Background: an optimization exercise with open tools, aiming at small area and a short achievable clock period. Do not read the settings as production practice. In this exercise RTL edits were held to simulation tests only and were not proved equivalent to the original. No activity file was given, so power comes from the tool's default toggle rates.

==> module MIPS_Single_Cycle, before the edit <==
module MIPS_Single_Cycle
#(
	parameter DATA_WIDTH 	= 32
)
(
	input clk,
	input reset,
	input PCWrite, IorD, IRWrite, MemtoReg, RegWrite, ALUSrcA, CUS,
	input [1:0] ALUSrcB,
	input [3:0] ALUControl,
	input PCSrc,
	input  [31:0] mem_rdata,
	output [31:0] mem_addr,
	output [31:0] mem_wdata
	);
	reg [31:0] PC, IR, MDR, A, B, ALUOut;
	reg [32*32-1:32] rf;
	reg [31:1]      rf_valid;
	wire [4:0]  ra1 = IR[25:21];
	wire [4:0]  ra2 = IR[20:16];
	wire [4:0]  wa  = CUS ? IR[15:11] : IR[20:16];
	wire [31:0] wd  = MemtoReg ? ALUOut : MDR;
	reg  [31:1] we;
	wire [31:1] sel1, sel2;
	wire [31:0] rd1, rd2;
	integer i;
	always @(*) begin
		for (i = 1; i < 32; i = i + 1) begin
			we[i]   = RegWrite & (wa == i);
		end
	end
	rd_dec u_dec1 (.ra(ra1), .valid(rf_valid), .sel(sel1));
	rd_dec u_dec2 (.ra(ra2), .valid(rf_valid), .sel(sel2));
	rf_read u_rd1 (.q(rf), .sel(sel1), .d(rd1));
	rf_read u_rd2 (.q(rf), .sel(sel2), .d(rd2));
	reg [32*32-1:32] rf_next;
	always @(*) begin
		for (i = 1; i < 32; i = i + 1)
			rf_next[i*32 +: 32] = (wd & {32{we[i]}}) | (rf[i*32 +: 32] & {32{~we[i]}});
	end
	always @(posedge clk)
		rf <= rf_next;
	always @(posedge clk or negedge reset) begin
		if (!reset)
			rf_valid <= 31'h0;
		else
			rf_valid <= rf_valid | we;
	end
	wire [31:0] SignImm = {{16{IR[15]}}, IR[15:0]};
	wire [3:0] binv_q;
	wire       binv, cin, s_sum, s_g, s_p;
	alu_ctl u_ctl (.op(ALUControl[2:0]), .binv(binv), .cin(cin),
	               .s_sum(s_sum), .s_g(s_g), .s_p(s_p));
	genvar gq;
	generate
		for (gq = 0; gq < 4; gq = gq + 1) begin : bq
			alu_binv u (.op(ALUControl[2:0]), .binv(binv_q[gq]));
		end
	endgenerate
	wire [31:0] binv_v = {{8{binv_q[3]}}, {8{binv_q[2]}}, {8{binv_q[1]}}, {8{binv_q[0]}}};
	wire [31:0] sa, bx, pn, gn;
	alu_opnd u_opnd (.A(A), .PC(PC), .B(B), .SE(SignImm), .srca(ALUSrcA),
	                 .srcb(ALUSrcB), .binv(binv_v), .sa(sa), .bx(bx));
	alu_xnor u_xnor (.a(sa), .b(bx), .pn(pn));
	alu_gen  u_gen  (.a(sa), .b(bx), .cin(cin), .gn(gn));
	wire [31:0] g1, p1, g2n, p2n, g3, p3, g4n, p4n, g5, p5;
	ks_n2p #(.D(1))  u_l1 (.gn(gn),  .pn(pn),  .g(g1),  .p(p1));
	ks_p2n #(.D(2))  u_l2 (.g(g1),   .p(p1),   .gn(g2n), .pn(p2n));
	ks_n2p #(.D(4))  u_l3 (.gn(g2n), .pn(p2n), .g(g3),  .p(p3));
	ks_p2n #(.D(8))  u_l4 (.g(g3),   .p(p3),   .gn(g4n), .pn(p4n));
	ks_n2p #(.D(16)) u_l5 (.gn(g4n), .pn(p4n), .g(g5),  .p(p5));
	wire [31:0] carry = {g5[30:0], cin};
	wire [31:0] g = {~gn[31:1], sa[0] & bx[0]};
	wire        pc_alu = PCWrite & ~PCSrc;
	wire        pc_out = PCWrite & PCSrc;
	wire [31:0] r_c0, r_c1, pc_c0, pc_c1;
	alu_pre u_pre (.pn(pn), .g(g), .ALUOut(ALUOut), .PC(PC),
	               .s_g(s_g), .s_p(s_p), .s_sum(s_sum), .pc_alu(pc_alu),
	               .pc_out_l(pc_out), .pc_keep(~pc_out),
	               .r_c0(r_c0), .r_c1(r_c1), .pc_c0(pc_c0), .pc_c1(pc_c1));
	wire [31:0] ALUResult, pc_next;
	alu_tail u_tail (.c(carry), .r0(r_c0), .r1(r_c1), .q0(pc_c0), .q1(pc_c1),
	                 .r(ALUResult), .q(pc_next));
	always @(posedge clk or negedge reset) begin
		if (!reset) begin
			PC     <= 32'h0;
			IR     <= 32'h0;
			MDR    <= 32'h0;
			A      <= 32'h0;
			B      <= 32'h0;
			ALUOut <= 32'h0;
		end else begin
			PC     <= pc_next;
			if (IRWrite) IR <= mem_rdata;
			MDR    <= mem_rdata;
			A      <= rd1;
			B      <= rd2;
			ALUOut <= ALUResult;
		end
	end
	wire [31:0] addr_o, addr_p;
	wire [3:0]  iord_n, iord_p;
	inv_s u_in0 (.a(IorD), .y(iord_n[0]));
	inv_s u_in1 (.a(IorD), .y(iord_n[1]));
	inv_s u_in2 (.a(IorD), .y(iord_n[2]));
	inv_s u_in3 (.a(IorD), .y(iord_n[3]));
	inv_s u_ip0 (.a(iord_n[0]), .y(iord_p[0]));
	inv_s u_ip1 (.a(iord_n[1]), .y(iord_p[1]));
	inv_s u_ip2 (.a(iord_n[2]), .y(iord_p[2]));
	inv_s u_ip3 (.a(iord_n[3]), .y(iord_p[3]));
	nand_vv u_am_o (.a(ALUOut), .b({{8{iord_p[3]}}, {8{iord_p[2]}}, {8{iord_p[1]}}, {8{iord_p[0]}}}), .y(addr_o));
	nand_vv u_am_p (.a(PC),     .b({{8{iord_n[3]}}, {8{iord_n[2]}}, {8{iord_n[1]}}, {8{iord_n[0]}}}), .y(addr_p));
	nand_vv u_am   (.a(addr_o), .b(addr_p), .y(mem_addr));
	assign mem_wdata = B;
endmodule
==> module rd_dec, before the edit <==
module rd_dec (
	input  [4:0]  ra,
	input  [31:1] valid,
	output [31:1] sel
);
	wire [3:0] hi;
	wire [7:0] lo;
	predec2 u_hi (.a(ra[4:3]), .y(hi));
	predec3 u_lo (.a(ra[2:0]), .y(lo));
	wire [31:0] hi_x, lo_x;
	genvar i;
	generate
		for (i = 0; i < 32; i = i + 1) begin : x
			assign hi_x[i] = hi[i / 8];
			assign lo_x[i] = lo[i % 8];
		end
	endgenerate
	and3_v u_sel (.a(valid), .b(hi_x[31:1]), .c(lo_x[31:1]), .y(sel));
endmodule
Settings: LEC_CHECK=0, CAP_MARGIN=20, CORE_MARGIN=2, CORE_UTILIZATION=40, CTS_BUF_LIST=sky130_fd_sc_hd__clkbuf_16, CTS_CLUSTER_DIAMETER=65, CTS_CLUSTER_SIZE=28, PLACE_DENSITY=0.7, SETUP_SLACK_MARGIN=2.5, SLEW_MARGIN=20, SYNTH_HIERARCHICAL=1, TNS_END_PERCENT=5; clock period 5.0 ns.
run.sh (not shown) runs the stock make flow with config.mk's settings and CLKGATE_MAP_FILE= SYNTH_SCRIPT=/design/flow/synth_recipe.tcl, a recipe that flattens the netlist after the stock synthesis.
Change:
--- a/flow/design.v
+++ b/flow/design.v
@@ -427,17 +427,22 @@
 	wire [4:0]  ra1 = IR[25:21];
 	wire [4:0]  ra2 = IR[20:16];
-	wire [4:0]  wa  = CUS ? IR[15:11] : IR[20:16];
 	wire [31:0] wd  = MemtoReg ? ALUOut : MDR;
-	reg  [31:1] we;
+	wire [31:1] we;
 	wire [31:1] sel1, sel2;
 	wire [31:0] rd1, rd2;
 	integer i;
-	always @(*) begin
-		for (i = 1; i < 32; i = i + 1) begin
-			we[i]   = RegWrite & (wa == i);
-		end
-	end
-	rd_dec u_dec1 (.ra(ra1), .valid(rf_valid), .sel(sel1));
-	rd_dec u_dec2 (.ra(ra2), .valid(rf_valid), .sel(sel2));
+	wire [3:0] h1, h2, ha;
+	wire [7:0] l1, l2, la;
+	predec2 u_pd_h1 (.a(ra1[4:3]), .y(h1));
+	predec3 u_pd_l1 (.a(ra1[2:0]), .y(l1));
+	predec2 u_pd_h2 (.a(ra2[4:3]), .y(h2));
+	predec3 u_pd_l2 (.a(ra2[2:0]), .y(l2));
+	predec2 u_pd_ha (.a(IR[15:14]), .y(ha));
+	predec3 u_pd_la (.a(IR[13:11]), .y(la));
+	wire       wr_a = RegWrite & CUS;
+	wire       wr_b = RegWrite & ~CUS;
+	wr_dec u_wdec (.ha(ha & {4{wr_a}}), .la(la), .hb(h2 & {4{wr_b}}), .lb(l2), .we(we));
+	rd_dec u_dec1 (.hi(h1), .lo(l1), .valid(rf_valid), .sel(sel1));
+	rd_dec u_dec2 (.hi(h2), .lo(l2), .valid(rf_valid), .sel(sel2));
 	rf_read u_rd1 (.q(rf), .sel(sel1), .d(rd1));
 	rf_read u_rd2 (.q(rf), .sel(sel2), .d(rd2));
@@ -583,12 +588,9 @@
 endmodule
 module rd_dec (
-	input  [4:0]  ra,
+	input  [3:0]  hi,
+	input  [7:0]  lo,
 	input  [31:1] valid,
 	output [31:1] sel
 );
-	wire [3:0] hi;
-	wire [7:0] lo;
-	predec2 u_hi (.a(ra[4:3]), .y(hi));
-	predec3 u_lo (.a(ra[2:0]), .y(lo));
 	wire [31:0] hi_x, lo_x;
 	genvar i;
@@ -619,2 +621,19 @@
 	assign y = a & b & c;
 endmodule
+module wr_dec (
+	input  [3:0]  ha, hb,
+	input  [7:0]  la, lb,
+	output [31:1] we
+);
+	wire [31:0] ha_x, la_x, hb_x, lb_x;
+	genvar i;
+	generate
+		for (i = 0; i < 32; i = i + 1) begin : x
+			assign ha_x[i] = ha[i / 8];
+			assign la_x[i] = la[i % 8];
+			assign hb_x[i] = hb[i / 8];
+			assign lb_x[i] = lb[i % 8];
+		end
+	endgenerate
+	assign we = (ha_x[31:1] & la_x[31:1]) | (hb_x[31:1] & lb_x[31:1]);
+endmodule
Effect: Final area is about the same; worst hold slack is worse by 31 ps; wire length climbs by a few percent; synthesized cell count is lower slightly; core utilization hardly moves; synthesized area goes up slightly; die area rises slightly; count of clock-buffer cells in the layout falls by 3; cell count went down slightly; total power went up slightly; setup slack is better by 140 ps; non-clock buffer count shrinks by 8; global-route usage increases by 0.25 points.

==> separate check: timing with driven ports <==
Ports are ideal in the flow. The routed layouts listed here were re-timed in OpenROAD.
Step 1 (the two cells are an assumption about what drives the block):
set clk [get_ports {clk}]
set_driving_cell -lib_cell sky130_fd_sc_hd__clkbuf_16 $clk
set_driving_cell -lib_cell sky130_fd_sc_hd__buf_2 [delete_from_list [all_inputs] $clk]
Step 2 moves the port delays by t, midway between the first and last clock arrival at a register: inputs arrive t later, outputs are due t later. That takes back most of the time a late clock gives input paths.
a / b / c = ideal / step 1 / step 2; a / b = the first two.
run	t, ns	setup WS [ns]	hold slack, ns
the first run	0.747	2.042 / 1.992 / 1.273	0.370 / 0.345 / 0.506
the second run	0.748	2.186 / 2.097 / 1.349	0.338 / 0.304 / 0.490
After both steps setup and hold are still met in every run listed. For the second run, which loses most, drivers alone change the setup slack by -0.089 ns; drivers and shift together by -0.837 ns.
